From an optimization exercise on the open Yosys and OpenROAD flow, aimed at a short achievable clock period and few clock cycles; shortcuts taken in it are not production practice. Only simulation tests tie the RTL to the original design; equivalence was not proved. No activity file was given, so power comes from the tool's default toggle rates.

// mario_cpu
module mario_cpu (
	input clock, reset,
	input up_button, down_button, left_button, right_button,
	input [15:0] mem_rdata,
	output [15:0] mem_addr,
	output [15:0] mem_wdata,
	output mem_we
);
==> flow/config.mk <==
export PLATFORM = sky130hd
export DESIGN_NAME = mario_cpu
export DESIGN_NICKNAME = mario_cpu
export VERILOG_FILES = /design/flow/design.v
export SDC_FILE = /design/flow/constraint.sdc
export NUM_CORES = 4
export LEC_CHECK = 0
export CAP_MARGIN = 20
export CORE_MARGIN = 2
export CORE_UTILIZATION = 40
export SLEW_MARGIN = 20
export TNS_END_PERCENT = 100
==> flow/constraint.sdc <==
create_clock -name core_clock -period 9.0 [get_ports {clock}]
set_input_delay 1.8000 -clock core_clock [delete_from_list [all_inputs] [get_ports {clock}]]
set_output_delay 1.8000 -clock core_clock [all_outputs]
set_load 0.01 [all_outputs]
standard.sh (not shown) runs the stock make flow with config.mk's settings and CLKGATE_MAP_FILE= SYNTH_SCRIPT=/design/flow/synth_recipe.tcl, a recipe that flattens the netlist after the stock synthesis.
==> flow/flow/run.sh <==
#!/bin/bash
# The standard layout, with timing repair aiming below the clock period: the
# setup margin makes repair_timing work until the slack exceeds it.
set -euo pipefail
MARGIN=$(cat flow/margin.txt)
bash standard.sh SETUP_SLACK_MARGIN=$MARGIN finish > standard_flow.log 2>&1
==> flow/flow/margin.txt <==
6.5
Testbench counts at the start, summed over its fixed seeds: cycles 55,964.
Next try:
==> flow/run.sh (new file) <==
#!/bin/bash
# synth_recipe.tcl (not shown) runs the flow's synth.tcl, then flattens the netlist and writes it again
# the make line also repeats each setting of config.mk as NAME=value (left out here)
make -C /OpenROAD-flow-scripts/flow DESIGN_CONFIG=/design/flow/config.mk WORK_HOME=/design/flow/orfs CLKGATE_MAP_FILE= SYNTH_SCRIPT=/design/flow/synth_recipe.tcl finish
ABC_CLOCK_PERIOD_IN_PS = 2500   (was unset)
SETUP_SLACK_MARGIN = 5   (was unset)
removed: flow/flow/run.sh
removed: flow/flow/margin.txt
removed: flow/standard.sh
Effect: Final area decreases by 14%. Die area stays the same. Setup slack gets worse by 0.35 ns.


Another version of the RTL of mario_cpu (not shown whole).
For scale: roughly 540 flip-flops, ~32,000 µm² of cells after synthesis.
==> flow/config.mk <==
export PLATFORM = sky130hd
export DESIGN_NAME = mario_cpu
export DESIGN_NICKNAME = mario_cpu
export VERILOG_FILES = /design/flow/design.v
export SDC_FILE = /design/flow/constraint.sdc
export NUM_CORES = 4
export LEC_CHECK = 0
export CAP_MARGIN = 20
export CORE_MARGIN = 2
export CORE_UTILIZATION = 60
export SLEW_MARGIN = 20
export TNS_END_PERCENT = 100
==> flow/constraint.sdc <==
create_clock -name core_clock -period 9.0 [get_ports {clock}]
set_input_delay 1.8000 -clock core_clock [delete_from_list [all_inputs] [get_ports {clock}]]
set_output_delay 1.8000 -clock core_clock [all_outputs]
set_load 0.01 [all_outputs]
==> flow/flow/run.sh <==
#!/bin/bash
# The standard layout (bash standard.sh), with extra make settings from
# flow/args.txt: a setup margin that makes repair_timing work below the
# clock period, and the like. Each tool's output goes to its log under orfs/logs;
# make's own output goes to standard_flow.log.
set -euo pipefail
mapfile -t ARGS < <(grep -v '^#' flow/args.txt | grep -v '^$')
bash standard.sh "${ARGS[@]}" finish > standard_flow.log 2>&1
==> flow/flow/args.txt <==
SETUP_SLACK_MARGIN=6.5
ADDER_MAP_FILE=
Testbench counts at the start, summed over its fixed seeds: cycles 55,691.
Rerun with:
==> flow/flow/run.sh (replaced) <==
#!/bin/bash
# The standard layout, with timing repair aiming below the clock period: the
# setup margin makes repair_timing work until the slack exceeds it.
set -euo pipefail
MARGIN=$(cat flow/margin.txt)
bash standard.sh SETUP_SLACK_MARGIN=$MARGIN finish > standard_flow.log 2>&1
==> flow/flow/margin.txt (new file) <==
6.5
- CORE_UTILIZATION: 60 -> 40
removed: flow/flow/args.txt
Result:
- The changed run completed with no timing, DRC or antenna violations
- final area fell by 1.0%
- utilization fell by 27 points
- register-to-register slack loses 1200 ps
- setup slack loses 1000 ps
Rerun with:
==> flow/flow/run.sh (replaced) <==
#!/bin/bash
# The standard layout (bash standard.sh), with extra make settings from
# flow/args.txt: a setup margin that makes repair_timing work below the
# clock period, and the like. Each tool's output goes to its log under orfs/logs;
# make's own output goes to standard_flow.log.
set -euo pipefail
mapfile -t ARGS < <(grep -v '^#' flow/args.txt | grep -v '^$')
bash standard.sh "${ARGS[@]}" finish > standard_flow.log 2>&1
==> flow/flow/args.txt (new file) <==
SETUP_SLACK_MARGIN=7.0
ADDER_MAP_FILE=
removed: flow/flow/margin.txt
Global-route usage rose by 1.2 points.
Routed wire length rose by a few percent.
Non-clock buffer count rose by 138.
Setup slack gets better by 980 ps.
Critical path depth fell by 10.
Hold slack gets better by 5.8 ps.
Core utilization rose by 2.8 points.
Final cell count rose by a few percent.
Die area rose slightly.
Final area rose by a few percent.
Via count rose by a few percent.
Rerun with:
==> flow/flow/args.txt (replaced) <==
SETUP_SLACK_MARGIN=6.5
ADDER_MAP_FILE=
After rerunning:
- The changed run passed the timing, DRC and antenna checks
- routed wire length drops by 7.5%
- total power fell by 3.2%
- setup slack improves by 13 ps


== oak ==
mario_cpu, a different RTL version from the one above (not shown whole).
Size: about 55 I/O pins, ~0.035 sq mm of cells after synthesis.
export LEC_CHECK = 0
export CAP_MARGIN = 20
export CORE_MARGIN = 2
export CORE_UTILIZATION = 60
export SLEW_MARGIN = 20
export SYNTH_HIERARCHICAL = 1
export SYNTH_MINIMUM_KEEP_SIZE = 0
export TNS_END_PERCENT = 100
create_clock -name core_clock -period 9.0 [get_ports {clock}]
==> flow/flow/run.sh <==
#!/bin/bash
# The standard layout (bash standard.sh), with extra make settings from
# flow/args.txt: a setup margin that makes repair_timing work below the
# clock period, and the like. Each tool's output goes to its log under orfs/logs;
# make's own output goes to standard_flow.log.
set -euo pipefail
mapfile -t ARGS < <(grep -v '^#' flow/args.txt | grep -v '^$')
bash standard.sh "${ARGS[@]}" finish > standard_flow.log 2>&1
==> flow/flow/args.txt <==
SETUP_SLACK_MARGIN=6.5
ADDER_MAP_FILE=
Testbench counts of oak, summed over its fixed seeds: cycles 55,691.
What pine does differently from oak at the input level:
Settings: swapping 60 for 40 in CORE_UTILIZATION.
==> flow/flow/args.txt <==
SETUP_SLACK_MARGIN=7.5
ADDER_MAP_FILE=
[summary]
Both conditions hold for pine: the flow ran to the end and the final layout passed the timing, DRC and antenna checks. Power: pine vs oak up 5.8%. Going from oak to pine, part of the power in combinational logic rose by 0.9 points, utilization after layout fell by 20 points. Area: pine vs oak -> pine larger. Relative to oak, shortest clock period the worst path allows after layout increased by 0.045 ns in pine. Delta (pine minus oak): portion of the clock cycle consumed by the worst path in the final layout saw an increase; area share of buffers outside the clock network higher.


mario_cpu again, from the RTL that the note above started with.
Design mario_cpu, start of the top module:
module mario_cpu (
	input clock, reset,
	input up_button, down_button, left_button, right_button,
	input [15:0] mem_rdata,
	output [15:0] mem_addr,
	output [15:0] mem_wdata,
	output mem_we
);
reg [15:0] MA;            
reg        MAd;           
reg        WE;            
reg [15:0] WD;            
reg        vD;            
reg [15:0] pcD;           
reg [15:0] LFA;           
reg        vE;            
reg [15:0] pcE, pcE1;     
reg [7:0]  dispE;         
reg [15:0] A, B;          
reg [3:0]  Bs;            
reg [15:0] AD;            
reg        fA, fB, fS;    
reg        fAn, fBn;      
reg [15:0] RES, RESB;     
reg        RESv;          
reg [3:0]  RESd;
reg [3:0]  dE;            
reg [15:0] csel;          
reg        predE;         
reg        predD;         
reg        LBv;           
reg [15:0] LBpc, LBtgt;
reg [4:0]  FL;            
reg        ci;            
reg        ld1, ld2;      
  ...
export LEC_CHECK = 0
export CAP_MARGIN = 20
export CORE_MARGIN = 2
export CORE_UTILIZATION = 50
export SLEW_MARGIN = 20
export SYNTH_HIERARCHICAL = 1
export SYNTH_MINIMUM_KEEP_SIZE = 0
export TNS_END_PERCENT = 100
create_clock -name core_clock -period 9.0 [get_ports {clock}]
==> flow/flow/args.txt <==
SETUP_SLACK_MARGIN=6.5
ADDER_MAP_FILE=
Scripts as last shown in full above: flow/flow/run.sh
The first run completed without violations.
Testbench counts at the start, summed over its fixed seeds: cycles 55,691.
Rerun with:
CORE_UTILIZATION = 40   (was 50)
Outcome: Worst setup slack improves by 0.045 ns. Global-route usage shrinks by 8.2 points. Hold slack stays flat. Maximum frequency grows by about 1.5%. Die area grows by about 25%. Final area grows by 2.4%. Routed wire length is about the same. Synthesized area stays the same. Via count barely changes. Non-clock buffer count grows by 34.

-- static timing again, ports no longer ideal --
No port has a modelled driver above. Below, the same layouts with a new extraction and two added sets of constraints.
Step 1 (the two cells are an assumption about what drives the block):
set clk [get_ports {clock}]
set_driving_cell -lib_cell sky130_fd_sc_hd__clkbuf_16 $clk
set_driving_cell -lib_cell sky130_fd_sc_hd__buf_2 [delete_from_list [all_inputs] $clk]
Step 2 adds t to the input delays and takes it off the output delays; t is the mean of the earliest and latest rising clock arrival at the registers after step 1. Input paths then give back, and output paths get back, about the clock's delay inside the block.
Three values: ideal ports, drivers, drivers and shift; two values: the first two.
run	t (ns)	setup WS [ns]	worst data-port slew with drivers (ns)	pins driven straight from the clock port
the first run of note 1	0.693	5.340 / 5.340 / 5.131	0.28	1
the second run of note 1	0.684	4.986 / 4.986 / 4.505	0.12	1
the first run of note 2	0.712	5.703 / 5.495 / 4.783	0.43	1
the second run of note 2	0.705	4.698 / 4.698 / 4.698	0.67	1
the third run of note 2	0.714	5.681 / 5.511 / 4.797	0.66	1
the fourth run of note 2	0.710	5.694 / 5.529 / 4.819	0.24	1
oak	0.704	5.859 / 5.581 / 4.877	0.43	1
pine	0.711	5.815 / 5.547 / 4.836	0.51	1
the first run of note 4	0.713	5.887 / 5.688 / 4.975	0.62	1
the second run of note 4	0.730	5.931 / 5.514 / 4.784	0.56	1
After both steps every run listed still meets setup and hold. For the second run of note 4, which loses most, drivers alone change the setup slack by -0.417 ns; drivers and shift together by -1.147 ns.
